Source: an optimization exercise on an open RTL-to-GDS flow (aim: small area, a short achievable clock period and few clock cycles). Production flows keep margins and buffers that such runs may drop.
In this exercise RTL edits were held to simulation tests only and were not proved equivalent to the original.
Power figures rest on the tool's default switching activity, not on a simulated workload.

### design/flow/config.mk
export PLATFORM = sky130hd
export DESIGN_NAME = conv_layer
export DESIGN_NICKNAME = conv_layer
export VERILOG_FILES = /design/flow/design.v
export SDC_FILE = /design/flow/constraint.sdc
export NUM_CORES = 4
export LEC_CHECK = 0
export CAP_MARGIN = 20
export CORE_MARGIN = 2
export CORE_UTILIZATION = 40
export SLEW_MARGIN = 20
### design/flow/constraint.sdc
create_clock -name core_clock -period 12.0 [get_ports {clk}]
set_input_delay 2.4000 -clock core_clock [delete_from_list [all_inputs] [get_ports {clk}]]
set_output_delay 2.4000 -clock core_clock [all_outputs]
set_load 0.01 [all_outputs]
### design/flow/design.v
`timescale 1ns / 1ps
module add (
    input  [15:0] tem1,
    input  [15:0] tem2,
    input         ci,
    output [15:0] tem3
    );
    wire u_g0, u_g1, u_g2, u_g3, u_g4, u_g5, u_g6, u_g7, u_g8, u_g9, u_g10, u_g11, u_g12, u_g13, u_g14, u_g15, u_g16, u_p0, u_p1, u_p2, u_p3, u_p4, u_p5, u_p6, u_p7, u_p8, u_p9, u_p10, u_p11, u_p12, u_p13, u_p14, u_p15, u_p16;
    assign u_g0 = ci; assign u_p0 = 1'b0;
    wire u_h0 = tem1[0] ^ tem2[0];
    assign u_g1 = tem1[0] & tem2[0]; assign u_p1 = u_h0;
    wire u_h1 = tem1[1] ^ tem2[1];
    assign u_g2 = tem1[1] & tem2[1]; assign u_p2 = u_h1;
    wire u_h2 = tem1[2] ^ tem2[2];
    assign u_g3 = tem1[2] & tem2[2]; assign u_p3 = u_h2;
    wire u_h3 = tem1[3] ^ tem2[3];
    assign u_g4 = tem1[3] & tem2[3]; assign u_p4 = u_h3;
    wire u_h4 = tem1[4] ^ tem2[4];
    assign u_g5 = tem1[4] & tem2[4]; assign u_p5 = u_h4;
    wire u_h5 = tem1[5] ^ tem2[5];
    assign u_g6 = tem1[5] & tem2[5]; assign u_p6 = u_h5;
    wire u_h6 = tem1[6] ^ tem2[6];
    assign u_g7 = tem1[6] & tem2[6]; assign u_p7 = u_h6;
    wire u_h7 = tem1[7] ^ tem2[7];
    assign u_g8 = tem1[7] & tem2[7]; assign u_p8 = u_h7;
    wire u_h8 = tem1[8] ^ tem2[8];
    assign u_g9 = tem1[8] & tem2[8]; assign u_p9 = u_h8;
    wire u_h9 = tem1[9] ^ tem2[9];
    assign u_g10 = tem1[9] & tem2[9]; assign u_p10 = u_h9;
    wire u_h10 = tem1[10] ^ tem2[10];
    assign u_g11 = tem1[10] & tem2[10]; assign u_p11 = u_h10;
    wire u_h11 = tem1[11] ^ tem2[11];
    assign u_g12 = tem1[11] & tem2[11]; assign u_p12 = u_h11;
    wire u_h12 = tem1[12] ^ tem2[12];
    assign u_g13 = tem1[12] & tem2[12]; assign u_p13 = u_h12;
    wire u_h13 = tem1[13] ^ tem2[13];
    assign u_g14 = tem1[13] & tem2[13]; assign u_p14 = u_h13;
    wire u_h14 = tem1[14] ^ tem2[14];
    assign u_g15 = tem1[14] & tem2[14]; assign u_p15 = u_h14;
    wire u_h15 = tem1[15] ^ tem2[15];
    assign u_g16 = tem1[15] & tem2[15]; assign u_p16 = u_h15;
    wire u_G0_1 = u_g1 | (u_p1 & u_g0);
    wire u_P0_1 = u_p1 & u_p0;
    wire u_G0_3 = u_g3 | (u_p3 & u_g2);
    wire u_P0_3 = u_p3 & u_p2;
    wire u_G0_5 = u_g5 | (u_p5 & u_g4);
    wire u_P0_5 = u_p5 & u_p4;
    wire u_G0_7 = u_g7 | (u_p7 & u_g6);
    wire u_P0_7 = u_p7 & u_p6;
    wire u_G0_9 = u_g9 | (u_p9 & u_g8);
    wire u_P0_9 = u_p9 & u_p8;
    wire u_G0_11 = u_g11 | (u_p11 & u_g10);
    wire u_P0_11 = u_p11 & u_p10;
    wire u_G0_13 = u_g13 | (u_p13 & u_g12);
    wire u_P0_13 = u_p13 & u_p12;
    wire u_G0_15 = u_g15 | (u_p15 & u_g14);
    wire u_P0_15 = u_p15 & u_p14;
    wire u_G1_3 = u_G0_3 | (u_P0_3 & u_G0_1);
    wire u_P1_3 = u_P0_3 & u_P0_1;
    wire u_G1_7 = u_G0_7 | (u_P0_7 & u_G0_5);
    wire u_P1_7 = u_P0_7 & u_P0_5;
    wire u_G1_11 = u_G0_11 | (u_P0_11 & u_G0_9);
    wire u_P1_11 = u_P0_11 & u_P0_9;
    wire u_G1_15 = u_G0_15 | (u_P0_15 & u_G0_13);
    wire u_P1_15 = u_P0_15 & u_P0_13;
    wire u_G2_7 = u_G1_7 | (u_P1_7 & u_G1_3);
    wire u_P2_7 = u_P1_7 & u_P1_3;
    wire u_G2_15 = u_G1_15 | (u_P1_15 & u_G1_11);
    wire u_P2_15 = u_P1_15 & u_P1_11;
    wire u_G3_15 = u_G2_15 | (u_P2_15 & u_G2_7);
    wire u_P3_15 = u_P2_15 & u_P2_7;
    wire u_G7_11 = u_G1_11 | (u_P1_11 & u_G2_7);
    wire u_P7_11 = u_P1_11 & u_P2_7;
    wire u_G8_5 = u_G0_5 | (u_P0_5 & u_G1_3);
    wire u_P8_5 = u_P0_5 & u_P1_3;
    wire u_G8_9 = u_G0_9 | (u_P0_9 & u_G2_7);
    wire u_P8_9 = u_P0_9 & u_P2_7;
    wire u_G8_13 = u_G0_13 | (u_P0_13 & u_G7_11);
    wire u_P8_13 = u_P0_13 & u_P7_11;
    wire u_G9_2 = u_g2 | (u_p2 & u_G0_1);
    wire u_P9_2 = u_p2 & u_P0_1;
    wire u_G9_4 = u_g4 | (u_p4 & u_G1_3);
    wire u_P9_4 = u_p4 & u_P1_3;
    wire u_G9_6 = u_g6 | (u_p6 & u_G8_5);
    wire u_P9_6 = u_p6 & u_P8_5;
    wire u_G9_8 = u_g8 | (u_p8 & u_G2_7);
    wire u_P9_8 = u_p8 & u_P2_7;
    wire u_G9_10 = u_g10 | (u_p10 & u_G8_9);
    wire u_P9_10 = u_p10 & u_P8_9;
    wire u_G9_12 = u_g12 | (u_p12 & u_G7_11);
    wire u_P9_12 = u_p12 & u_P7_11;
    wire u_G9_14 = u_g14 | (u_p14 & u_G8_13);
    wire u_P9_14 = u_p14 & u_P8_13;
    wire u_G9_16 = u_g16 | (u_p16 & u_G3_15);
    wire u_P9_16 = u_p16 & u_P3_15;
    assign tem3 = {(u_h15 ^ u_G3_15), (u_h14 ^ u_G9_14), (u_h13 ^ u_G8_13), (u_h12 ^ u_G9_12), (u_h11 ^ u_G7_11), (u_h10 ^ u_G9_10), (u_h9 ^ u_G8_9), (u_h8 ^ u_G9_8), (u_h7 ^ u_G2_7), (u_h6 ^ u_G9_6), (u_h5 ^ u_G8_5), (u_h4 ^ u_G9_4), (u_h3 ^ u_G1_3), (u_h2 ^ u_G9_2), (u_h1 ^ u_G0_1), (u_h0 ^ u_g0)};
endmodule
module mag (
    input  [15:0] a,
    output [14:0] m
    );
    assign m = a[15] ? (~a[14:0] + 15'd1) : a[14:0];
endmodule
`timescale 1ns / 1ps
module multiply (
    input  [14:0] x,
    input  [16:0] x3,
    input  [21:0] sel,
    output [15:0] hi_a,
    output [15:0] hi_b,
    output        c_low
    );
    wire s1_0 = sel[0];
    wire s2_0 = sel[1];
    wire s3_0 = sel[2];
    wire n0 = (s1_0 & x[0]) | (s3_0 & x3[0]);
    wire n1 = (s1_0 & x[1]) | (s2_0 & x[0]) | (s3_0 & x3[1]);
    wire n2 = (s1_0 & x[2]) | (s2_0 & x[1]) | (s3_0 & x3[2]);
    wire n3 = (s1_0 & x[3]) | (s2_0 & x[2]) | (s3_0 & x3[3]);
    wire n4 = (s1_0 & x[4]) | (s2_0 & x[3]) | (s3_0 & x3[4]);
    wire n5 = (s1_0 & x[5]) | (s2_0 & x[4]) | (s3_0 & x3[5]);
    wire n6 = (s1_0 & x[6]) | (s2_0 & x[5]) | (s3_0 & x3[6]);
    wire n7 = (s1_0 & x[7]) | (s2_0 & x[6]) | (s3_0 & x3[7]);
    wire n8 = (s1_0 & x[8]) | (s2_0 & x[7]) | (s3_0 & x3[8]);
    wire n9 = (s1_0 & x[9]) | (s2_0 & x[8]) | (s3_0 & x3[9]);
    wire n10 = (s1_0 & x[10]) | (s2_0 & x[9]) | (s3_0 & x3[10]);
    wire n11 = (s1_0 & x[11]) | (s2_0 & x[10]) | (s3_0 & x3[11]);
    wire n12 = (s1_0 & x[12]) | (s2_0 & x[11]) | (s3_0 & x3[12]);
    wire n13 = (s1_0 & x[13]) | (s2_0 & x[12]) | (s3_0 & x3[13]);
    wire n14 = (s1_0 & x[14]) | (s2_0 & x[13]) | (s3_0 & x3[14]);
    wire n15 = (s2_0 & x[14]) | (s3_0 & x3[15]);
    wire n16 = (s3_0 & x3[16]);
    wire s1_1 = sel[3];
    wire s2_1 = sel[4];
    wire s3_1 = sel[5];
    wire n17 = (s1_1 & x[0]) | (s3_1 & x3[0]);
    wire n18 = (s1_1 & x[1]) | (s2_1 & x[0]) | (s3_1 & x3[1]);
    wire n19 = (s1_1 & x[2]) | (s2_1 & x[1]) | (s3_1 & x3[2]);
    wire n20 = (s1_1 & x[3]) | (s2_1 & x[2]) | (s3_1 & x3[3]);
    wire n21 = (s1_1 & x[4]) | (s2_1 & x[3]) | (s3_1 & x3[4]);
    wire n22 = (s1_1 & x[5]) | (s2_1 & x[4]) | (s3_1 & x3[5]);
    wire n23 = (s1_1 & x[6]) | (s2_1 & x[5]) | (s3_1 & x3[6]);
    wire n24 = (s1_1 & x[7]) | (s2_1 & x[6]) | (s3_1 & x3[7]);
    wire n25 = (s1_1 & x[8]) | (s2_1 & x[7]) | (s3_1 & x3[8]);
    wire n26 = (s1_1 & x[9]) | (s2_1 & x[8]) | (s3_1 & x3[9]);
    wire n27 = (s1_1 & x[10]) | (s2_1 & x[9]) | (s3_1 & x3[10]);
    wire n28 = (s1_1 & x[11]) | (s2_1 & x[10]) | (s3_1 & x3[11]);
    wire n29 = (s1_1 & x[12]) | (s2_1 & x[11]) | (s3_1 & x3[12]);
    wire n30 = (s1_1 & x[13]) | (s2_1 & x[12]) | (s3_1 & x3[13]);
    wire n31 = (s1_1 & x[14]) | (s2_1 & x[13]) | (s3_1 & x3[14]);
    wire n32 = (s2_1 & x[14]) | (s3_1 & x3[15]);
    wire n33 = (s3_1 & x3[16]);
    wire s1_2 = sel[6];
    wire s2_2 = sel[7];
    wire s3_2 = sel[8];
    wire n34 = (s1_2 & x[0]) | (s3_2 & x3[0]);
    wire n35 = (s1_2 & x[1]) | (s2_2 & x[0]) | (s3_2 & x3[1]);
    wire n36 = (s1_2 & x[2]) | (s2_2 & x[1]) | (s3_2 & x3[2]);
    wire n37 = (s1_2 & x[3]) | (s2_2 & x[2]) | (s3_2 & x3[3]);
    wire n38 = (s1_2 & x[4]) | (s2_2 & x[3]) | (s3_2 & x3[4]);
    wire n39 = (s1_2 & x[5]) | (s2_2 & x[4]) | (s3_2 & x3[5]);
    wire n40 = (s1_2 & x[6]) | (s2_2 & x[5]) | (s3_2 & x3[6]);
    wire n41 = (s1_2 & x[7]) | (s2_2 & x[6]) | (s3_2 & x3[7]);
    wire n42 = (s1_2 & x[8]) | (s2_2 & x[7]) | (s3_2 & x3[8]);
    wire n43 = (s1_2 & x[9]) | (s2_2 & x[8]) | (s3_2 & x3[9]);
    wire n44 = (s1_2 & x[10]) | (s2_2 & x[9]) | (s3_2 & x3[10]);
    wire n45 = (s1_2 & x[11]) | (s2_2 & x[10]) | (s3_2 & x3[11]);
    wire n46 = (s1_2 & x[12]) | (s2_2 & x[11]) | (s3_2 & x3[12]);
    wire n47 = (s1_2 & x[13]) | (s2_2 & x[12]) | (s3_2 & x3[13]);
    wire n48 = (s1_2 & x[14]) | (s2_2 & x[13]) | (s3_2 & x3[14]);
    wire n49 = (s2_2 & x[14]) | (s3_2 & x3[15]);
    wire n50 = (s3_2 & x3[16]);
    wire s1_3 = sel[9];
    wire s2_3 = sel[10];
    wire s3_3 = sel[11];
    wire n51 = (s1_3 & x[0]) | (s3_3 & x3[0]);
    wire n52 = (s1_3 & x[1]) | (s2_3 & x[0]) | (s3_3 & x3[1]);
    wire n53 = (s1_3 & x[2]) | (s2_3 & x[1]) | (s3_3 & x3[2]);
    wire n54 = (s1_3 & x[3]) | (s2_3 & x[2]) | (s3_3 & x3[3]);
    wire n55 = (s1_3 & x[4]) | (s2_3 & x[3]) | (s3_3 & x3[4]);
    wire n56 = (s1_3 & x[5]) | (s2_3 & x[4]) | (s3_3 & x3[5]);
    wire n57 = (s1_3 & x[6]) | (s2_3 & x[5]) | (s3_3 & x3[6]);
    wire n58 = (s1_3 & x[7]) | (s2_3 & x[6]) | (s3_3 & x3[7]);
    wire n59 = (s1_3 & x[8]) | (s2_3 & x[7]) | (s3_3 & x3[8]);
    wire n60 = (s1_3 & x[9]) | (s2_3 & x[8]) | (s3_3 & x3[9]);
    wire n61 = (s1_3 & x[10]) | (s2_3 & x[9]) | (s3_3 & x3[10]);
    wire n62 = (s1_3 & x[11]) | (s2_3 & x[10]) | (s3_3 & x3[11]);
    wire n63 = (s1_3 & x[12]) | (s2_3 & x[11]) | (s3_3 & x3[12]);
    wire n64 = (s1_3 & x[13]) | (s2_3 & x[12]) | (s3_3 & x3[13]);
    wire n65 = (s1_3 & x[14]) | (s2_3 & x[13]) | (s3_3 & x3[14]);
    wire n66 = (s2_3 & x[14]) | (s3_3 & x3[15]);
    wire n67 = (s3_3 & x3[16]);
    wire s1_4 = sel[12];
    wire s2_4 = sel[13];
    wire s3_4 = sel[14];
    wire n68 = (s1_4 & x[0]) | (s3_4 & x3[0]);
    wire n69 = (s1_4 & x[1]) | (s2_4 & x[0]) | (s3_4 & x3[1]);
    wire n70 = (s1_4 & x[2]) | (s2_4 & x[1]) | (s3_4 & x3[2]);
    wire n71 = (s1_4 & x[3]) | (s2_4 & x[2]) | (s3_4 & x3[3]);
    wire n72 = (s1_4 & x[4]) | (s2_4 & x[3]) | (s3_4 & x3[4]);
    wire n73 = (s1_4 & x[5]) | (s2_4 & x[4]) | (s3_4 & x3[5]);
    wire n74 = (s1_4 & x[6]) | (s2_4 & x[5]) | (s3_4 & x3[6]);
    wire n75 = (s1_4 & x[7]) | (s2_4 & x[6]) | (s3_4 & x3[7]);
    wire n76 = (s1_4 & x[8]) | (s2_4 & x[7]) | (s3_4 & x3[8]);
    wire n77 = (s1_4 & x[9]) | (s2_4 & x[8]) | (s3_4 & x3[9]);
    wire n78 = (s1_4 & x[10]) | (s2_4 & x[9]) | (s3_4 & x3[10]);
    wire n79 = (s1_4 & x[11]) | (s2_4 & x[10]) | (s3_4 & x3[11]);
    wire n80 = (s1_4 & x[12]) | (s2_4 & x[11]) | (s3_4 & x3[12]);
    wire n81 = (s1_4 & x[13]) | (s2_4 & x[12]) | (s3_4 & x3[13]);
    wire n82 = (s1_4 & x[14]) | (s2_4 & x[13]) | (s3_4 & x3[14]);
    wire n83 = (s2_4 & x[14]) | (s3_4 & x3[15]);
    wire n84 = (s3_4 & x3[16]);
    wire s1_5 = sel[15];
    wire s2_5 = sel[16];
    wire s3_5 = sel[17];
    wire n85 = (s1_5 & x[0]) | (s3_5 & x3[0]);
    wire n86 = (s1_5 & x[1]) | (s2_5 & x[0]) | (s3_5 & x3[1]);
    wire n87 = (s1_5 & x[2]) | (s2_5 & x[1]) | (s3_5 & x3[2]);
    wire n88 = (s1_5 & x[3]) | (s2_5 & x[2]) | (s3_5 & x3[3]);
    wire n89 = (s1_5 & x[4]) | (s2_5 & x[3]) | (s3_5 & x3[4]);
    wire n90 = (s1_5 & x[5]) | (s2_5 & x[4]) | (s3_5 & x3[5]);
    wire n91 = (s1_5 & x[6]) | (s2_5 & x[5]) | (s3_5 & x3[6]);
    wire n92 = (s1_5 & x[7]) | (s2_5 & x[6]) | (s3_5 & x3[7]);
    wire n93 = (s1_5 & x[8]) | (s2_5 & x[7]) | (s3_5 & x3[8]);
    wire n94 = (s1_5 & x[9]) | (s2_5 & x[8]) | (s3_5 & x3[9]);
    wire n95 = (s1_5 & x[10]) | (s2_5 & x[9]) | (s3_5 & x3[10]);
    wire n96 = (s1_5 & x[11]) | (s2_5 & x[10]) | (s3_5 & x3[11]);
    wire n97 = (s1_5 & x[12]) | (s2_5 & x[11]) | (s3_5 & x3[12]);
    wire n98 = (s1_5 & x[13]) | (s2_5 & x[12]) | (s3_5 & x3[13]);
    wire n99 = (s1_5 & x[14]) | (s2_5 & x[13]) | (s3_5 & x3[14]);
    wire n100 = (s2_5 & x[14]) | (s3_5 & x3[15]);
    wire n101 = (s3_5 & x3[16]);
    wire s1_6 = sel[18];
    wire s2_6 = sel[19];
    wire s3_6 = sel[20];
    wire n102 = (s1_6 & x[0]) | (s3_6 & x3[0]);
    wire n103 = (s1_6 & x[1]) | (s2_6 & x[0]) | (s3_6 & x3[1]);
    wire n104 = (s1_6 & x[2]) | (s2_6 & x[1]) | (s3_6 & x3[2]);
    wire n105 = (s1_6 & x[3]) | (s2_6 & x[2]) | (s3_6 & x3[3]);
    wire n106 = (s1_6 & x[4]) | (s2_6 & x[3]) | (s3_6 & x3[4]);
    wire n107 = (s1_6 & x[5]) | (s2_6 & x[4]) | (s3_6 & x3[5]);
    wire n108 = (s1_6 & x[6]) | (s2_6 & x[5]) | (s3_6 & x3[6]);
    wire n109 = (s1_6 & x[7]) | (s2_6 & x[6]) | (s3_6 & x3[7]);
    wire n110 = (s1_6 & x[8]) | (s2_6 & x[7]) | (s3_6 & x3[8]);
    wire n111 = (s1_6 & x[9]) | (s2_6 & x[8]) | (s3_6 & x3[9]);
    wire n112 = (s1_6 & x[10]) | (s2_6 & x[9]) | (s3_6 & x3[10]);
    wire n113 = (s1_6 & x[11]) | (s2_6 & x[10]) | (s3_6 & x3[11]);
    wire n114 = (s1_6 & x[12]) | (s2_6 & x[11]) | (s3_6 & x3[12]);
    wire n115 = (s1_6 & x[13]) | (s2_6 & x[12]) | (s3_6 & x3[13]);
    wire n116 = (s1_6 & x[14]) | (s2_6 & x[13]) | (s3_6 & x3[14]);
    wire s1_7 = sel[21];
    wire n117 = (s1_7 & x[0]);
    wire n118 = (s1_7 & x[1]);
    wire n119 = (s1_7 & x[2]);
    wire n120 = (s1_7 & x[3]);
    wire n121 = (s1_7 & x[4]);
    wire n122 = (s1_7 & x[5]);
    wire n123 = (s1_7 & x[6]);
    wire n124 = (s1_7 & x[7]);
    wire n125 = (s1_7 & x[8]);
    wire n126 = (s1_7 & x[9]);
    wire n127 = (s1_7 & x[10]);
    wire n128 = (s1_7 & x[11]);
    wire n129 = (s1_7 & x[12]);
    wire s130, c130;
    assign s130 = n102 ^ n12;
    assign c130 = n102 & n12;
    wire s131, c131;
    assign {c131, s131} = {1'b0, n103} + {1'b0, n13} + {1'b0, n28};
    wire s132, c132;
    assign {c132, s132} = {1'b0, n104} + {1'b0, n117} + {1'b0, n14};
    wire s133, c133;
    assign s133 = n29 ^ n44;
    assign c133 = n29 & n44;
    wire s134, c134;
    assign {c134, s134} = {1'b0, n105} + {1'b0, n118} + {1'b0, n15};
    wire s135, c135;
    assign {c135, s135} = {1'b0, n30} + {1'b0, n45} + {1'b0, n60};
    wire s136, c136;
    assign {c136, s136} = {1'b0, n106} + {1'b0, n119} + {1'b0, n16};
    wire s137, c137;
    assign {c137, s137} = {1'b0, n31} + {1'b0, n46} + {1'b0, n61};
    wire s138, c138;
    assign {c138, s138} = {1'b0, n107} + {1'b0, n120} + {1'b0, n32};
    wire s139, c139;
    assign s139 = n47 ^ n62;
    assign c139 = n47 & n62;
    wire s140, c140;
    assign {c140, s140} = {1'b0, n108} + {1'b0, n121} + {1'b0, n33};
    wire s141, c141;
    assign s141 = n48 ^ n63;
    assign c141 = n48 & n63;
    wire s142, c142;
    assign {c142, s142} = {1'b0, n109} + {1'b0, n122} + {1'b0, n49};
    wire s143, c143;
    assign s143 = n110 ^ n123;
    assign c143 = n110 & n123;
    wire s144, c144;
    assign s144 = n23 ^ n38;
    assign c144 = n23 & n38;
    wire s145, c145;
    assign {c145, s145} = {1'b0, n24} + {1'b0, n39} + {1'b0, n54};
    wire s146, c146;
    assign {c146, s146} = {1'b0, n10} + {1'b0, n25} + {1'b0, n40};
    wire s147, c147;
    assign s147 = n55 ^ n70;
    assign c147 = n55 & n70;
    wire s148, c148;
    assign {c148, s148} = {1'b0, n11} + {1'b0, n26} + {1'b0, n41};
    wire s149, c149;
    assign {c149, s149} = {1'b0, n56} + {1'b0, n71} + {1'b0, n86};
    wire s150, c150;
    assign {c150, s150} = {1'b0, n27} + {1'b0, n42} + {1'b0, n57};
    wire s151, c151;
    assign {c151, s151} = {1'b0, n72} + {1'b0, n87} + {1'b0, s130};
    wire s152, c152;
    assign {c152, s152} = {1'b0, n43} + {1'b0, n58} + {1'b0, n73};
    wire s153, c153;
    assign {c153, s153} = {1'b0, n88} + {1'b0, c130} + {1'b0, s131};
    wire s154, c154;
    assign {c154, s154} = {1'b0, n59} + {1'b0, n74} + {1'b0, n89};
    wire s155, c155;
    assign {c155, s155} = {1'b0, c131} + {1'b0, s132} + {1'b0, s133};
    wire s156, c156;
    assign {c156, s156} = {1'b0, n75} + {1'b0, n90} + {1'b0, c132};
    wire s157, c157;
    assign {c157, s157} = {1'b0, c133} + {1'b0, s134} + {1'b0, s135};
    wire s158, c158;
    assign {c158, s158} = {1'b0, n76} + {1'b0, n91} + {1'b0, c134};
    wire s159, c159;
    assign {c159, s159} = {1'b0, c135} + {1'b0, s136} + {1'b0, s137};
    wire s160, c160;
    assign {c160, s160} = {1'b0, n77} + {1'b0, n92} + {1'b0, c136};
    wire s161, c161;
    assign {c161, s161} = {1'b0, c137} + {1'b0, s138} + {1'b0, s139};
    wire s162, c162;
    assign {c162, s162} = {1'b0, n78} + {1'b0, n93} + {1'b0, c138};
    wire s163, c163;
    assign {c163, s163} = {1'b0, c139} + {1'b0, s140} + {1'b0, s141};
    wire s164, c164;
    assign {c164, s164} = {1'b0, n64} + {1'b0, n79} + {1'b0, n94};
    wire s165, c165;
    assign {c165, s165} = {1'b0, c140} + {1'b0, c141} + {1'b0, s142};
    wire s166, c166;
    assign {c166, s166} = {1'b0, n50} + {1'b0, n65} + {1'b0, n80};
    wire s167, c167;
    assign {c167, s167} = {1'b0, n95} + {1'b0, c142} + {1'b0, s143};
    wire s168, c168;
    assign {c168, s168} = {1'b0, n111} + {1'b0, n124} + {1'b0, n66};
    wire s169, c169;
    assign {c169, s169} = {1'b0, n81} + {1'b0, n96} + {1'b0, c143};
    wire s170, c170;
    assign {c170, s170} = {1'b0, n112} + {1'b0, n125} + {1'b0, n67};
    wire s171, c171;
    assign s171 = n82 ^ n97;
    assign c171 = n82 & n97;
    wire s172, c172;
    assign {c172, s172} = {1'b0, n113} + {1'b0, n126} + {1'b0, n83};
    wire s173, c173;
    assign s173 = n114 ^ n127;
    assign c173 = n114 & n127;
    wire s174, c174;
    assign s174 = n21 ^ n36;
    assign c174 = n21 & n36;
    wire s175, c175;
    assign {c175, s175} = {1'b0, n22} + {1'b0, n37} + {1'b0, n52};
    wire s176, c176;
    assign {c176, s176} = {1'b0, n53} + {1'b0, n68} + {1'b0, n8};
    wire s177, c177;
    assign {c177, s177} = {1'b0, n69} + {1'b0, n9} + {1'b0, c144};
    wire s178, c178;
    assign {c178, s178} = {1'b0, n85} + {1'b0, c145} + {1'b0, s146};
    wire s179, c179;
    assign {c179, s179} = {1'b0, c146} + {1'b0, c147} + {1'b0, s148};
    wire s180, c180;
    assign {c180, s180} = {1'b0, c148} + {1'b0, c149} + {1'b0, s150};
    wire s181, c181;
    assign {c181, s181} = {1'b0, c150} + {1'b0, s152} + {1'b0, c151};
    wire s182, c182;
    assign {c182, s182} = {1'b0, c152} + {1'b0, s154} + {1'b0, c153};
    wire s183, c183;
    assign {c183, s183} = {1'b0, c154} + {1'b0, c155} + {1'b0, s156};
    wire s184, c184;
    assign {c184, s184} = {1'b0, c156} + {1'b0, c157} + {1'b0, s158};
    wire s185, c185;
    assign {c185, s185} = {1'b0, c158} + {1'b0, c159} + {1'b0, s160};
    wire s186, c186;
    assign {c186, s186} = {1'b0, c160} + {1'b0, c161} + {1'b0, s162};
    wire s187, c187;
    assign {c187, s187} = {1'b0, s164} + {1'b0, c162} + {1'b0, c163};
    wire s188, c188;
    assign {c188, s188} = {1'b0, c164} + {1'b0, s166} + {1'b0, c165};
    wire s189, c189;
    assign {c189, s189} = {1'b0, c166} + {1'b0, s168} + {1'b0, c167};
    wire s190, c190;
    assign {c190, s190} = {1'b0, c168} + {1'b0, s170} + {1'b0, s171};
    wire s191, c191;
    assign {c191, s191} = {1'b0, n98} + {1'b0, c170} + {1'b0, c171};
    wire s192, c192;
    assign {c192, s192} = {1'b0, n84} + {1'b0, n99} + {1'b0, c172};
    wire s193, c193;
    assign {c193, s193} = {1'b0, n100} + {1'b0, n115} + {1'b0, n128};
    wire s194, c194;
    assign s194 = n101 ^ n116;
    assign c194 = n101 & n116;
    wire s195, c195;
    assign s195 = n19 ^ n34;
    assign c195 = n19 & n34;
    wire s196, c196;
    assign {c196, s196} = {1'b0, n20} + {1'b0, n35} + {1'b0, n5};
    wire s197, c197;
    assign {c197, s197} = {1'b0, n51} + {1'b0, n6} + {1'b0, s174};
    wire s198, c198;
    assign {c198, s198} = {1'b0, n7} + {1'b0, c174} + {1'b0, s175};
    wire s199, c199;
    assign {c199, s199} = {1'b0, c175} + {1'b0, s144} + {1'b0, s176};
    wire s200, c200;
    assign {c200, s200} = {1'b0, c176} + {1'b0, s145} + {1'b0, s177};
    wire s201, c201;
    assign {c201, s201} = {1'b0, s147} + {1'b0, c177} + {1'b0, s178};
    wire s202, c202;
    assign {c202, s202} = {1'b0, s149} + {1'b0, c178} + {1'b0, s179};
    wire s203, c203;
    assign {c203, s203} = {1'b0, c179} + {1'b0, s151} + {1'b0, s180};
    wire s204, c204;
    assign {c204, s204} = {1'b0, c180} + {1'b0, s153} + {1'b0, s181};
    wire s205, c205;
    assign {c205, s205} = {1'b0, s155} + {1'b0, c181} + {1'b0, s182};
    wire s206, c206;
    assign {c206, s206} = {1'b0, s157} + {1'b0, c182} + {1'b0, s183};
    wire s207, c207;
    assign {c207, s207} = {1'b0, s159} + {1'b0, c183} + {1'b0, s184};
    wire s208, c208;
    assign {c208, s208} = {1'b0, s161} + {1'b0, c184} + {1'b0, s185};
    wire s209, c209;
    assign {c209, s209} = {1'b0, s163} + {1'b0, c185} + {1'b0, s186};
    wire s210, c210;
    assign {c210, s210} = {1'b0, s165} + {1'b0, c186} + {1'b0, s187};
    wire s211, c211;
    assign {c211, s211} = {1'b0, s167} + {1'b0, c187} + {1'b0, s188};
    wire s212, c212;
    assign {c212, s212} = {1'b0, s169} + {1'b0, c188} + {1'b0, s189};
    wire s213, c213;
    assign {c213, s213} = {1'b0, c169} + {1'b0, s190} + {1'b0, c189};
    wire s214, c214;
    assign {c214, s214} = {1'b0, s172} + {1'b0, c190} + {1'b0, s191};
    wire s215, c215;
    assign {c215, s215} = {1'b0, s173} + {1'b0, c191} + {1'b0, s192};
    wire s216, c216;
    assign {c216, s216} = {1'b0, c173} + {1'b0, s193} + {1'b0, c192};
    wire s217, c217;
    assign {c217, s217} = {1'b0, n129} + {1'b0, c193} + {1'b0, s194};
    wire [10:0] lo_a = {c200, c199, c198, c197, c196, c195, s195, n18, n17, n1, n0};
    wire [10:0] lo_b = {s201, s200, s199, s198, s197, s196, n4, n3, n2, 1'b0, 1'b0};
    wire [11:0] lo_s = lo_a + lo_b;
    assign c_low = lo_s[11];
    assign hi_a = {c216, c215, c214, c213, c212, c211, c210, c209, c208, c207, c206, c205, c204, c203, c202, c201};
    assign hi_b = {s217, s216, s215, s214, s213, s212, s211, s210, s209, s208, s207, s206, s205, s204, s203, s202};
endmodule
`timescale 1ns / 1ps
module mac_unit (
    input  [15:0] hi_a,
    input  [15:0] hi_b,
    input         c_low,
    input         s,
    output [14:0] f
    );
    wire t_g0, t_g1, t_g2, t_g3, t_g4, t_g5, t_g6, t_g7, t_g8, t_g9, t_g10, t_g11, t_g12, t_g13, t_g14, t_g15, t_g16, t_p0, t_p1, t_p2, t_p3, t_p4, t_p5, t_p6, t_p7, t_p8, t_p9, t_p10, t_p11, t_p12, t_p13, t_p14, t_p15, t_p16;
    assign t_g0 = c_low; assign t_p0 = 1'b0;
    wire t_h0 = hi_a[0] ^ hi_b[0];
    assign t_g1 = hi_a[0] & hi_b[0]; assign t_p1 = t_h0;
    wire t_h1 = hi_a[1] ^ hi_b[1];
    assign t_g2 = hi_a[1] & hi_b[1]; assign t_p2 = t_h1;
    wire t_h2 = hi_a[2] ^ hi_b[2];
    assign t_g3 = hi_a[2] & hi_b[2]; assign t_p3 = t_h2;
    wire t_h3 = hi_a[3] ^ hi_b[3];
    assign t_g4 = hi_a[3] & hi_b[3]; assign t_p4 = t_h3;
    wire t_h4 = hi_a[4] ^ hi_b[4];
    assign t_g5 = hi_a[4] & hi_b[4]; assign t_p5 = t_h4;
    wire t_h5 = hi_a[5] ^ hi_b[5];
    assign t_g6 = hi_a[5] & hi_b[5]; assign t_p6 = t_h5;
    wire t_h6 = hi_a[6] ^ hi_b[6];
    assign t_g7 = hi_a[6] & hi_b[6]; assign t_p7 = t_h6;
    wire t_h7 = hi_a[7] ^ hi_b[7];
    assign t_g8 = hi_a[7] & hi_b[7]; assign t_p8 = t_h7;
    wire t_h8 = hi_a[8] ^ hi_b[8];
    assign t_g9 = hi_a[8] & hi_b[8]; assign t_p9 = t_h8;
    wire t_h9 = hi_a[9] ^ hi_b[9];
    assign t_g10 = hi_a[9] & hi_b[9]; assign t_p10 = t_h9;
    wire t_h10 = hi_a[10] ^ hi_b[10];
    assign t_g11 = hi_a[10] & hi_b[10]; assign t_p11 = t_h10;
    wire t_h11 = hi_a[11] ^ hi_b[11];
    assign t_g12 = hi_a[11] & hi_b[11]; assign t_p12 = t_h11;
    wire t_h12 = hi_a[12] ^ hi_b[12];
    assign t_g13 = hi_a[12] & hi_b[12]; assign t_p13 = t_h12;
    wire t_h13 = hi_a[13] ^ hi_b[13];
    assign t_g14 = hi_a[13] & hi_b[13]; assign t_p14 = t_h13;
    wire t_h14 = hi_a[14] ^ hi_b[14];
    assign t_g15 = hi_a[14] & hi_b[14]; assign t_p15 = t_h14;
    wire t_h15 = hi_a[15] ^ hi_b[15];
    assign t_g16 = hi_a[15] & hi_b[15]; assign t_p16 = t_h15;
    wire t_G0_1 = t_g1 | (t_p1 & t_g0);
    wire t_P0_1 = t_p1 & t_p0;
    wire t_G0_3 = t_g3 | (t_p3 & t_g2);
    wire t_P0_3 = t_p3 & t_p2;
    wire t_G0_5 = t_g5 | (t_p5 & t_g4);
    wire t_P0_5 = t_p5 & t_p4;
    wire t_G0_7 = t_g7 | (t_p7 & t_g6);
    wire t_P0_7 = t_p7 & t_p6;
    wire t_G0_9 = t_g9 | (t_p9 & t_g8);
    wire t_P0_9 = t_p9 & t_p8;
    wire t_G0_11 = t_g11 | (t_p11 & t_g10);
    wire t_P0_11 = t_p11 & t_p10;
    wire t_G0_13 = t_g13 | (t_p13 & t_g12);
    wire t_P0_13 = t_p13 & t_p12;
    wire t_G0_15 = t_g15 | (t_p15 & t_g14);
    wire t_P0_15 = t_p15 & t_p14;
    wire t_G1_2 = t_g2 | (t_p2 & t_G0_1);
    wire t_P1_2 = t_p2 & t_P0_1;
    wire t_G1_3 = t_G0_3 | (t_P0_3 & t_G0_1);
    wire t_P1_3 = t_P0_3 & t_P0_1;
    wire t_G1_6 = t_g6 | (t_p6 & t_G0_5);
    wire t_P1_6 = t_p6 & t_P0_5;
    wire t_G1_7 = t_G0_7 | (t_P0_7 & t_G0_5);
    wire t_P1_7 = t_P0_7 & t_P0_5;
    wire t_G1_10 = t_g10 | (t_p10 & t_G0_9);
    wire t_P1_10 = t_p10 & t_P0_9;
    wire t_G1_11 = t_G0_11 | (t_P0_11 & t_G0_9);
    wire t_P1_11 = t_P0_11 & t_P0_9;
    wire t_G1_14 = t_g14 | (t_p14 & t_G0_13);
    wire t_P1_14 = t_p14 & t_P0_13;
    wire t_G1_15 = t_G0_15 | (t_P0_15 & t_G0_13);
    wire t_P1_15 = t_P0_15 & t_P0_13;
    wire t_G2_4 = t_g4 | (t_p4 & t_G1_3);
    wire t_P2_4 = t_p4 & t_P1_3;
    wire t_G2_5 = t_G0_5 | (t_P0_5 & t_G1_3);
    wire t_P2_5 = t_P0_5 & t_P1_3;
    wire t_G2_6 = t_G1_6 | (t_P1_6 & t_G1_3);
    wire t_P2_6 = t_P1_6 & t_P1_3;
    wire t_G2_7 = t_G1_7 | (t_P1_7 & t_G1_3);
    wire t_P2_7 = t_P1_7 & t_P1_3;
    wire t_G2_12 = t_g12 | (t_p12 & t_G1_11);
    wire t_P2_12 = t_p12 & t_P1_11;
    wire t_G2_13 = t_G0_13 | (t_P0_13 & t_G1_11);
    wire t_P2_13 = t_P0_13 & t_P1_11;
    wire t_G2_14 = t_G1_14 | (t_P1_14 & t_G1_11);
    wire t_P2_14 = t_P1_14 & t_P1_11;
    wire t_G2_15 = t_G1_15 | (t_P1_15 & t_G1_11);
    wire t_P2_15 = t_P1_15 & t_P1_11;
    wire t_G3_8 = t_g8 | (t_p8 & t_G2_7);
    wire t_P3_8 = t_p8 & t_P2_7;
    wire t_G3_9 = t_G0_9 | (t_P0_9 & t_G2_7);
    wire t_P3_9 = t_P0_9 & t_P2_7;
    wire t_G3_10 = t_G1_10 | (t_P1_10 & t_G2_7);
    wire t_P3_10 = t_P1_10 & t_P2_7;
    wire t_G3_11 = t_G1_11 | (t_P1_11 & t_G2_7);
    wire t_P3_11 = t_P1_11 & t_P2_7;
    wire t_G3_12 = t_G2_12 | (t_P2_12 & t_G2_7);
    wire t_P3_12 = t_P2_12 & t_P2_7;
    wire t_G3_13 = t_G2_13 | (t_P2_13 & t_G2_7);
    wire t_P3_13 = t_P2_13 & t_P2_7;
    wire t_G3_14 = t_G2_14 | (t_P2_14 & t_G2_7);
    wire t_P3_14 = t_P2_14 & t_P2_7;
    wire t_G3_15 = t_G2_15 | (t_P2_15 & t_G2_7);
    wire t_P3_15 = t_P2_15 & t_P2_7;
    wire t_G4_16 = t_g16 | (t_p16 & t_G3_15);
    wire t_P4_16 = t_p16 & t_P3_15;
    wire [14:0] q = {(t_h15 ^ t_G3_15), (t_h14 ^ t_G3_14), (t_h13 ^ t_G3_13), (t_h12 ^ t_G3_12), (t_h11 ^ t_G3_11), (t_h10 ^ t_G3_10), (t_h9 ^ t_G3_9), (t_h8 ^ t_G3_8), (t_h7 ^ t_G2_7), (t_h6 ^ t_G2_6), (t_h5 ^ t_G2_5), (t_h4 ^ t_G2_4), (t_h3 ^ t_G1_3), (t_h2 ^ t_G1_2), (t_h1 ^ t_G0_1)};
    assign f = q ^ {15{s}};
endmodule
`timescale 1ns / 1ps
module shift_reg #(
    parameter WIDTH = 16,
    parameter SIZE = 7)(
    input clk,
    input [WIDTH - 1:0] d,
    output [WIDTH - 1:0] out
    );
    reg [WIDTH - 1:0] sr [SIZE - 1:0];
    generate
        genvar i;
        for(i = 0; i < SIZE; i = i + 1) begin: STAGE
            if(i == 0) begin: FIRST
                always@(posedge clk)
                    sr[i] <= d;
            end
            else begin: NEXT
                always@(posedge clk)
                    sr[i] <= sr[i - 1];
            end
        end
    endgenerate
    assign out = sr[SIZE - 1];
endmodule
`timescale 1ns / 1ps
module conv_layer #(
    parameter activation_map = 9'h00a,
    parameter kernel = 9'h003,
    parameter stride = 1,
    parameter total_bits = 16,
    parameter fraction_bits = 12)(
    input clk,
    input calculate,
    input reset,
    input [total_bits - 1:0] activation,
    input [(kernel * kernel)*16 - 1:0] weight,
    output [total_bits - 1:0] conv_op,
    output valid_conv,
    output end_layer
    );
    reg [143:0] wr;
    reg [9*22 - 1:0] wsel;
    wire [8:0] ws;
    always @(posedge clk)
        wr <= weight;
    genvar m, d;
    generate
        for (m = 0; m < 9; m = m + 1) begin: W
            wire [14:0] mg;
            mag MAG(.a(wr[16*m +: 16]), .m(mg));
            assign ws[m] = wr[16*m + 15];
            for (d = 0; d < 7; d = d + 1) begin: D
                always @(posedge clk) begin
                    wsel[22*m + 3*d]     <= mg[2*d] & ~mg[2*d + 1];
                    wsel[22*m + 3*d + 1] <= ~mg[2*d] & mg[2*d + 1];
                    wsel[22*m + 3*d + 2] <= mg[2*d] & mg[2*d + 1];
                end
            end
            always @(posedge clk)
                wsel[22*m + 21] <= mg[14];
        end
    endgenerate
    reg [15:0] xr;
    reg [14:0] px;
    reg [16:0] px3;
    reg sx1, sx2, sx3;
    wire [14:0] xm;
    mag XMAG(.a(xr), .m(xm));
    always @(posedge clk) begin
        xr <= activation;
        px <= xm;
        px3 <= {2'b00, xm} + {1'b0, xm, 1'b0};
        sx1 <= xr[15];
        sx2 <= sx1;
        sx3 <= sx2;
    end
    reg [9*16 - 1:0] pa, pb;
    reg [8:0] pc;
    reg [9*15 - 1:0] pf;
    genvar i;
    generate
        for (i = 0; i < 9; i = i + 1) begin: MUL
            wire [15:0] hi_a, hi_b;
            wire c_low;
            wire [14:0] prod;
            multiply M(.x(px), .x3(px3), .sel(wsel[22*i +: 22]),
                       .hi_a(hi_a), .hi_b(hi_b), .c_low(c_low));
            mac_unit F(.hi_a(pa[16*i +: 16]), .hi_b(pb[16*i +: 16]), .c_low(pc[i]),
                       .s(sx2 ^ ws[i]), .f(prod));
            always @(posedge clk) begin
                pa[16*i +: 16] <= hi_a;
                pb[16*i +: 16] <= hi_b;
                pc[i] <= c_low;
                pf[15*i +: 15] <= prod;
            end
        end
    endgenerate
    reg [9*16 - 1:0] acc;
    wire [10*16 - 1:0] tmp;
    assign tmp[15:0] = 16'h0000;
    generate
        for (i = 0; i < 9; i = i + 1) begin: MAC
            wire [15:0] res;
            wire sp = sx3 ^ ws[i];
            wire [14:0] f = pf[15*i +: 15];
            add A(.tem1(tmp[16*i +: 16]), .tem2({sp & ~&f, f}), .ci(sp), .tem3(res));
            always @(posedge clk)
                acc[16*i +: 16] <= res;
            if (i == 2 || i == 5) begin: ROWEND
                shift_reg #(.WIDTH(16), .SIZE(7)) SR(.clk(clk), .d(acc[16*i +: 16]),
                                                    .out(tmp[16*(i+1) +: 16]));
            end
            else begin: INNER
                assign tmp[16*(i+1) +: 16] = acc[16*i +: 16];
            end
        end
    endgenerate
    assign conv_op = acc[16*8 +: 16];
    function win;
        input [6:0] n;
        integer r;
        begin
            win = 1'b0;
            for (r = 0; r < 8; r = r + 1)
                if (n >= 26 + 10*r && n <= 33 + 10*r)
                    win = 1'b1;
        end
    endfunction
    reg [6:0] cnt;
    reg valid_r, end_r;
    always @(posedge clk, posedge reset) begin
        if (reset) begin
            cnt <= 7'd0;
            valid_r <= 1'b0;
            end_r <= 1'b0;
        end
        else begin
            if (calculate && !end_r)
                cnt <= cnt + 7'd1;
            valid_r <= calculate && !end_r && win(cnt);
            if (calculate && cnt == 7'd103)
                end_r <= 1'b1;
        end
    end
    assign valid_conv = valid_r;
    assign end_layer = end_r;
endmodule
### design/flow/flow/run.sh
#!/bin/bash
# The standard layout (the standard.sh: ORFS synthesis through finish) with
# repair_timing asked for a larger setup margin, so that the optimiser keeps
# improving the paths well beyond the 12 ns the constraints require; resizing
# not limited to the same cell footprint, and the port buffers made with buf_2;
# cells padded in placement so that the detailed router reaches their pins.
set -euo pipefail
bash standard.sh SETUP_SLACK_MARGIN=8.5 MATCH_CELL_FOOTPRINT=0 \
  "BUFFER_PORTS_ARGS=-buffer_cell sky130_fd_sc_hd__buf_2" \
  CORE_UTILIZATION=45 CELL_PAD_IN_SITES_GLOBAL_PLACEMENT=2 \
  CELL_PAD_IN_SITES_DETAIL_PLACEMENT=1 finish > standard_flow.log 2>&1
### design/flow/standard.sh
#!/bin/bash
# synth_recipe.tcl (not shown) runs the flow's synth.tcl, then flattens the netlist and writes it again
# the make line also repeats each setting of config.mk as NAME=value (left out here)
make -C /OpenROAD-flow-scripts/flow DESIGN_CONFIG=/design/flow/config.mk WORK_HOME=/design/flow/orfs CLKGATE_MAP_FILE= SYNTH_SCRIPT=/design/flow/synth_recipe.tcl "${@:-finish}"
==> metrics.yaml <==
dr.pass1.iters: 17
numCtsBuffers: 141
cp_slowest_cell: "dfrtp_1"
fin_nets: 8591
grt_start_max_net_pins: 61
fin_ws_ns: 8.283
period_minus_slack_ns: 3.717
netlist_area_sq_um: 74790
die_h_um: 411.7
start_util_pct: 45.33
p_leak_nw: 38.25
worstMarginPinSlew_ns: 1.023
ys_seq_area_share_pct: 32.21
p_total_mw: 25.10
track_usage_pct: 30.03
routed-via-count: 59030
hold_violations: 0
cp-startpoint: "end_r"
outcome: "no timing/DRC/antenna violations"
drive_above_1_share_pct: 10.47
finalSetupViolCount: 0
drcViolationCount: 0
relSlewSlack_pct: 31.26
timing.final.max_slew_violations: 0
cp_cell_sequence: "buf_2"
grt_pass1_vias: 62089
fin_setup_tns_ns: 0
dp_hpwl_um: 162300
clock.fmax_mhz: 269.1
synth_area_per_cell_sq_um: 10.23
gr-total-overflow: 0
antenna_found_initial: 8
gp_congestion: 0.8542
critPathBufInv: 1
rsz0062_at_grt: "yes"
timing.final.crit_share_pct: 30.97
hp-start: "MAC[5].ROWEND.SR.sr[3][4]"
whs_ns: 0.3187
ys.flop_type: "dfxtp_1"
rr_worst_depth: 7
synth_edf_count: 0
clock_path_buffers: 3
start_kind: "flip-flop"
crit_fanout: 2
arrival_ns: 1.32
viasPerCell: 6.201
cts-root-buf: "clkbuf_16"
maxCapViolations: 0
coreArea_sq_um: 165000
clock_skew_ns: 0.03677
area_delta_synth_final_pct: 12.87
required_ns: 9.60
critPathKind: "flip-flop to output port"
async_flop_share_pct: 0.7494
min_to: "MAC[5].ROWEND.SR.sr[4][4]"
path_clk_slew_ns: 0.06
clk_latency_ns: 0.83
power_density_nw_per_um2: 297.3
r2r_slack_ns: 8.54
postRouteAntennaNets: 0
ys_ff_latch: 1201
syn_nets: 8698
crit_path_end_kind: "output port"
r2r_end: "pb[131]"
rows: 149
postSynthCellCount: 7314
die_x_um: 411.7
htree_levels: 4
place_ws_ns: 7.191
wl_per_cell_um: 27.85
final_cells: 9519
synth_warnings: 3
slowest_delay_ns: 0.37
place_inst: 9142
yosysUniqueCellTypes: 76
min_path_type: "flip-flop to flip-flop"
peakVddDrop_mv: 0.1879
r2r-start: "px3[1]"
drt_wl_total_um: 265100
cts.sink_count: 1201
io-pin-count: 181
cts_tree: "built"
hold_depth: 0
portBuffers: 180
die_area_sq_um: 169500
crit_family: "flip-flops"
drtIter0Drc: 10227
grt_pass1_wl_um: 388500
## through the flow
stage	cell area (sq um)	util, %
finish	84410	51.16
global route	84400	51.16
CTS	83310	50.50
detailed placement	76920	46.62
global placement	76900	46.61
floorplan	74800	-
## synth_stat cells (5+ instances only)
cell	n	area, sq um
o41ai_1	16	140.1
o21bai_1	13	97.59
nand3b_1	7	52.55
nand2b_1	77	481.7
fa_1	767	15350
o21a_1	65	488.0
and3_1	13	81.33
nor3_1	67	335.3
xnor2_1	293	2566
nand4_1	33	206.5
o31ai_1	37	277.8
a22oi_1	29	217.7
dfxtp_1	1192	23860
a31o_2	8	70.07
clkbuf_1	558	2095
or2_2	10	62.56
o21ai_0	188	940.9
a21o_1	51	382.9
or3_1	21	131.4
inv_1	1265	4748
nand2_1	263	987.2
a31oi_1	6	37.54
o22ai_1	5	31.28
o2111ai_1	14	122.6
nand3_1	80	400.4
and2_1	83	519.3
nor2_1	153	574.3
a222oi_1	873	8738
a22o_1	32	280.3
mux2i_1	13	130.1
nor2b_1	97	606.8
a41oi_1	7	61.31
nor4_1	15	93.84
buf_1	56	210.2
a21oi_1	106	530.5
a211oi_1	9	67.56
ha_1	454	5680
xor2_1	214	1874
or4_1	24	180.2
o2111a_1	6	67.56
buf_2	10	50.05
dfrtp_1	9	225.2
o211ai_1	20	150.1
## timing repair
| action | 4_1_cts | 5_1_grt |
|---|---|---|
| endpoints found under the setup margin | 251 | 106 |
| hold buffers | 0 | 0 |
| resized for setup | 184 | 110 |
| pin swaps | 3 | 14 |
| gates cloned | 7 | 13 |
| setup buffers | 45 | 46 |
## routing by layer
layer	vias to the layer above	track usage, %	share of wire [%]
met3	669	7.007	11
li1	25329	-	-
met4	0	11.22	4.1
met1	29456	39.80	40
met5	-	0	0
met2	3576	47.62	45
## cell families (layout without fill, tap and decap cells)
kind of cell,count (synthesis),count (layout),share of synthesized area [%]
flip-flops,1201,1201,32.21
multiplexers,16,16,0.2191
other,0,5,0
AND/OR/NAND/NOR,956,956,6.481
XOR/XNOR,508,508,5.967
AO/OA/AOI/OAI,1522,1522,17.49
adder cells (fa/ha/maj),1222,1222,28.14
buffers and inverters,1889,1900,9.497
## power by group
group | total [mW] | switching, mW | internal (mW)
logic | 13.3 | 7.56 | 5.69
registers | 7.28 | 1.43 | 5.85
clock network | 4.56 | 1.83 | 2.73
## area by class of cell
type | instances | area [sq um]
Clock buffer | 196 | 4109
Antenna cell | 5 | 12.51
Clock inverter | 65 | 950.9
Sequential cell | 1201 | 24290
Timing Repair Buffer | 374 | 3809
Tap cell | 2189 | 2739
Fill cell | 17627 | 80570
Inverter | 1265 | 4748
Multi-Input combinational cell | 4224 | 43760
## sequential cells by signal (all words and copies together), names as in the netlist, 7 cells and up
signal / count
px3: 17
pb: 144
pa: 144
px: 14
pf: 135
MAC.ROWEND.SR.sr: 224
cnt: 7
acc: 144
pc: 9
xr: 16
wr: 144
wsel: 198
## how the worst max path moves through the flow
stage | to | depth (start not counted) | slack, ns
4_1_cts | end_layer | 1 | 8.22
5_1_grt | end_layer | 1 | 8.22
3_5_place_dp | pc[2] | 12 | 7.19
6_report | end_layer | 1 | 8.28
3_3_place_gp | pc[2] | 12 | 7.25
2_1_floorplan | pc[1] | 13 | 8.48
## placed cells by master (no fill, tap or decap), types with 16 or more instances in the layout
master     netlist  layout
a21o_1          51      51
a21oi_1        106     104
a222oi_1       873     873
a22o_1          32      32
a22oi_1         29      29
and2_1          83      83
buf_12           0      33
buf_16           0      23
buf_2           10     173
buf_4            0      90
buf_6            0      19
clkbuf_1       558      21
clkbuf_16        0     166
clkbuf_8         0      32
clkinv_2         0      18
dfxtp_1       1192    1092
dfxtp_2          0      70
dfxtp_4          0      30
fa_1           767     766
ha_1           454     451
inv_1         1265    1265
nand2_1        263     263
nand2b_1        77      77
nand3_1         80      80
nand4_1         33      33
nor2_1         153     153
nor2b_1         97      97
nor3_1          67      67
o211ai_1        20      20
o21a_1          65      65
o21ai_0        188     186
o31ai_1         37      37
o41ai_1         16      16
or3_1           21      21
or4_1           24      24
xnor2_1        293     290
xor2_1         214     204
## worst register-to-register path, stage by stage, from the launching register on
cell and delay (ns):
dfxtp_2 0.67, buf_12 0.39, a222oi_1 0.21, fa_1 0.56, fa_1 0.43, inv_1 0.10, fa_1 0.42, fa_1 0.55
Testbench counts, summed over its fixed seeds: cycles 8,400.

## what the ideal ports hide
How much do the figures lean on ideal ports? The routed layout below was timed once more, with nothing changed but the port constraints. Step 1 sets driving cells, clkbuf_16 on the clock port and buf_2 on the other inputs (assumed; they add their load-dependent delay and slew). Step 2, shift: input delay + t, output delay - t, t = (earliest + latest rising clock arrival at the registers) / 2. This alone moves slack from input paths to output paths. Three values: ideal, step 1, step 2; two values: the first two.
shift t [ns]: 0.897
slack for setup (ns): 8.283 / 8.194 / 8.545
worst hold slack (ns): 0.319 / 0.319 / 0.319
After both steps this run still meets setup and hold. For this run, drivers alone change the setup slack by -0.089 ns; drivers and shift together by +0.262 ns.
